This is an optimization exercise on Yosys and OpenROAD, whose aim is small area, not a production implementation.
In this exercise RTL edits were held to simulation tests only and were not proved equivalent to the original.

## run A
==> flow/design.v (excerpt) <==
module RandomNumberGenerator(clk, rst, load, key_x, seed_r, seed_g, seed_b, Rout, Gout, Bout, Key_ready);
    input wire clk;
    input wire rst;
    input wire load;                  
    input wire [15:0] key_x;          
    input wire [15:0] seed_r;         
    input wire [15:0] seed_g;
    input wire [15:0] seed_b;
    output reg [7:0] Rout;
    output reg [7:0] Gout;
    output reg [7:0] Bout;
    output reg Key_ready;
    reg [15:0] Rlfsr;
    reg [15:0] Glfsr;
    reg [15:0] Blfsr;
    reg [1:0] g;
    reg h;
    reg [15:0] x;         
    reg [6:0] zc;         
    wire ph0 = ~g[1] & ~g[0];
    wire ph1 = ~g[1] &  g[0];
    wire ph2 =  g[1] &  g[0];
    wire ph3 =  g[1] & ~g[0];
    reg [15:0] acc;       
    wire [14:0] w = x[14:0] ^ {15{x[15]}};
    wire [3:0] d = ({4{ph0}} & w[3:0]) | ({4{ph1}} & w[7:4]) |
                   ({4{ph2}} & w[11:8]) | ({4{ph3}} & {1'b0, w[14:12]});
    wire [15:0] ain = ph0 ? ({w, 1'b1} & {16{x[15]}}) : acc;
    wire t0 = ~ain[0] | ~(w[0] & d[0]);
    wire [1:0] t1 = {1'b0, ~ain[1]} + {1'b0, ~(w[1] & d[0])} + {1'b0, ~(w[0] & d[1])};
    wire t2 = t0 | t1[0];
    wire [1:0] t3 = {1'b0, ~ain[2]} + {1'b0, ~(w[2] & d[0])} + {1'b0, ~(w[1] & d[1])};
    wire [1:0] t4 = {1'b0, ~(w[0] & d[2])} + {1'b0, t1[1]} + {1'b0, t3[0]};
    wire t5 = t2 | t4[0];
    wire t6 = ~(t2 ^ t4[0]);
    wire [1:0] t7 = {1'b0, ~ain[3]} + {1'b0, ~(w[3] & d[0])} + {1'b0, ~(w[2] & d[1])};
    wire [1:0] t8 = {1'b0, ~(w[1] & d[2])} + {1'b0, ~(w[0] & d[3])} + {1'b0, t3[1]};
    wire [1:0] t9 = {1'b0, t7[0]} + {1'b0, t4[1]} + {1'b0, t8[0]};
    wire t10 = t5 | t9[0];
    wire t11 = ~(t5 ^ t9[0]);
    wire [1:0] t12 = {1'b0, ~ain[4]} + {1'b0, ~(w[4] & d[0])} + {1'b0, ~(w[3] & d[1])};
    wire [1:0] t13 = {1'b0, ~(w[2] & d[2])} + {1'b0, ~(w[1] & d[3])} + {1'b0, t7[1]};
  ...
export LEC_CHECK = 0
export CAP_MARGIN = 0
export CORE_MARGIN = 2
export CORE_UTILIZATION = 60
export SLEW_MARGIN = 0
create_clock -name core_clock -period 10.0 [get_ports {clk}]
standard.sh (not shown) runs the stock make flow with config.mk's settings and CLKGATE_MAP_FILE= SYNTH_SCRIPT=/design/flow/synth_recipe.tcl, a recipe that flattens the netlist after the stock synthesis.
==> flow/flow/run.sh <==
#!/bin/bash
# Standard layout (standard.sh) with changes that keep the registers and what
# is measured:
#  * Yosys's ABC step maps the combinational logic for area
#    (&get -n; &st; &dch; &nf -a; &put) instead of ORFS's speed script;
#    everything else in synthesis is ORFS's own script, unchanged;
#  * after synthesis, flow/netopt.py swaps some cells for smaller cells of the
#    same function (half adders with an unused output, 2:1 muxes as a22o);
#  * the port buffers are the smallest buffer, buf_1;
#  * the clock tree uses clkbuf_4 without dummy loads.
set -euo pipefail
here=$(pwd)
rm -rf "$here/scripts_mod"
cp -r "$FLOW_HOME/scripts" "$here/scripts_mod"
printf '%s\n' '&get -n' '&st' '&dch' '&nf -a' '&put' > "$here/scripts_mod/abc_speed.script"
export SCRIPTS_DIR="$here/scripts_mod"
export BUFFER_PORTS_ARGS="-buffer_cell sky130_fd_sc_hd__buf_1"
export CTS_ARGS="-sink_clustering_enable -repair_clock_nets -dont_use_dummy_load -buf_list sky130_fd_sc_hd__clkbuf_4 -root_buf sky130_fd_sc_hd__clkbuf_4"
res="$here/orfs/results/$FLOW_PLATFORM/RandomNumberGenerator/base"
bash standard.sh synth > standard_synth.log 2>&1
python3 "$here/flow/netopt.py" "$res/1_2_yosys.v" > netopt.log 2>&1
rm -f "$res/1_synth.odb" "$res/1_synth.sdc"
bash standard.sh > standard.log 2>&1
Other scripts of this flow, unchanged in this note and not shown: flow/flow/netopt.py
Run A: no failed stages, no open violations at the end
Input changes introduced in run B (baseline for comparison: run A):
# run A
export LEC_CHECK = 0
export CAP_MARGIN = 0
export CORE_MARGIN = 2
export CORE_UTILIZATION = 60
export SLEW_MARGIN = 0
create_clock -name core_clock -period 10.0 [get_ports {clk}]
# run B
export LEC_CHECK = 0
export CAP_MARGIN = 20
export CORE_MARGIN = 2
export CORE_UTILIZATION = 40
export SLEW_MARGIN = 20
create_clock -name core_clock -period 10.0 [get_ports {clk}]
Against run A, final routed wire length divided by cell count in run B rose by a few percent. Sort run A and run B by via count of the first global-routing pass, ascending, and run A comes first. The synthesis-to-finish area growth of run B exceeds that of run A by 1.3 points. For run B, the capturing element of the worst setup path was Gout[0], unlike run A, where it was Rout[0]. The total die area of run B exceeds that of run A by 5200 um^2.
For run C, these inputs were changed with respect to run B:
-- flow/flow/run.sh --
<<< run B, line 17
export BUFFER_PORTS_ARGS="-buffer_cell sky130_fd_sc_hd__buf_1"
export CTS_ARGS="-sink_clustering_enable -repair_clock_nets -dont_use_dummy_load -buf_list sky130_fd_sc_hd__clkbuf_4 -root_buf sky130_fd_sc_hd__clkbuf_4"
res="$here/orfs/results/$FLOW_PLATFORM/RandomNumberGenerator/base"
>>> run C, line 17
export BUFFER_PORTS_ARGS="-buffer_cell sky130_fd_sc_hd__buf_1"
export CTS_ARGS="-repair_clock_nets -dont_use_dummy_load -buf_list sky130_fd_sc_hd__clkbuf_4 -root_buf sky130_fd_sc_hd__clkbuf_4"
res="$here/orfs/results/$FLOW_PLATFORM/RandomNumberGenerator/base"
==> comparison <==
- Reported for run B and run C, final critical-path required period turned out identical to the last digit.
- As far as met2 layer usage reported by global route goes, run B and run C are indistinguishable; the numbers are identical.
- Delta (run C minus run B): relative slew slack flat; level count of the clock H-tree flat.
Input changes introduced in run D (baseline for comparison: run C):
-- flow/flow/run.sh --
<<< run C, line 17
export BUFFER_PORTS_ARGS="-buffer_cell sky130_fd_sc_hd__buf_1"
export CTS_ARGS="-repair_clock_nets -dont_use_dummy_load -buf_list sky130_fd_sc_hd__clkbuf_4 -root_buf sky130_fd_sc_hd__clkbuf_4"
res="$here/orfs/results/$FLOW_PLATFORM/RandomNumberGenerator/base"
>>> run D, line 17
export BUFFER_PORTS_ARGS="-buffer_cell sky130_fd_sc_hd__buf_1"
export CTS_ARGS="-sink_clustering_enable -repair_clock_nets -dont_use_dummy_load -sink_buffer_max_cap_derate 1.0 -sink_clustering_size 30 -sink_clustering_max_diameter 300 -buf_list sky130_fd_sc_hd__clkbuf_4 -root_buf sky130_fd_sc_hd__clkbuf_4"
res="$here/orfs/results/$FLOW_PLATFORM/RandomNumberGenerator/base"
Results
Comparing run D against run C, there is no change at all in final critical delay including setup and external delays. The final layout from run D, which completed every stage, passed the timing, DRC and antenna checks at the end of the flow. Changes observed in run D relative to run C: netlist area before placement about even. Compared run D against run C; placeable core area within noise. Standard cell area after detailed placement came out exactly the same in run D and run C. Compared run D against run C; number of cells on the worst reg-to-reg path within noise. Height of the die: run C vs run D identical.

[afterwards: timing with drivers on the ports]
The flow's constraints put no driver on any port. The routed layouts listed below were extracted and timed again, unchanged, in two steps.
Step 1 assumes that a clkbuf_16 drives the clock port and a buf_2 every other input.
Step 2 adds t to the input delays and takes it off the output delays; t is the mean of the earliest and latest rising clock arrival at the registers after step 1. Input paths then give back, and output paths get back, about the clock's delay inside the block.
Slacks: ideal ports / drivers / drivers and shift; pairs: ideal ports / drivers.
run	t, ns	slack for setup (ns)	latest minus earliest clock arrival (ns)	worst register clock-pin slew, ns
run A	0.530	0.505 / 0.505 / 0.505	0.042 / 0.041	0.11 / 0.11
run B	0.538	0.508 / 0.508 / 0.508	0.050 / 0.049	0.11 / 0.11
run C	0.538	0.508 / 0.508 / 0.508	0.050 / 0.049	0.11 / 0.11
run D	0.538	0.508 / 0.508 / 0.508	0.050 / 0.049	0.11 / 0.11
After both steps setup and hold are still met in every run listed.
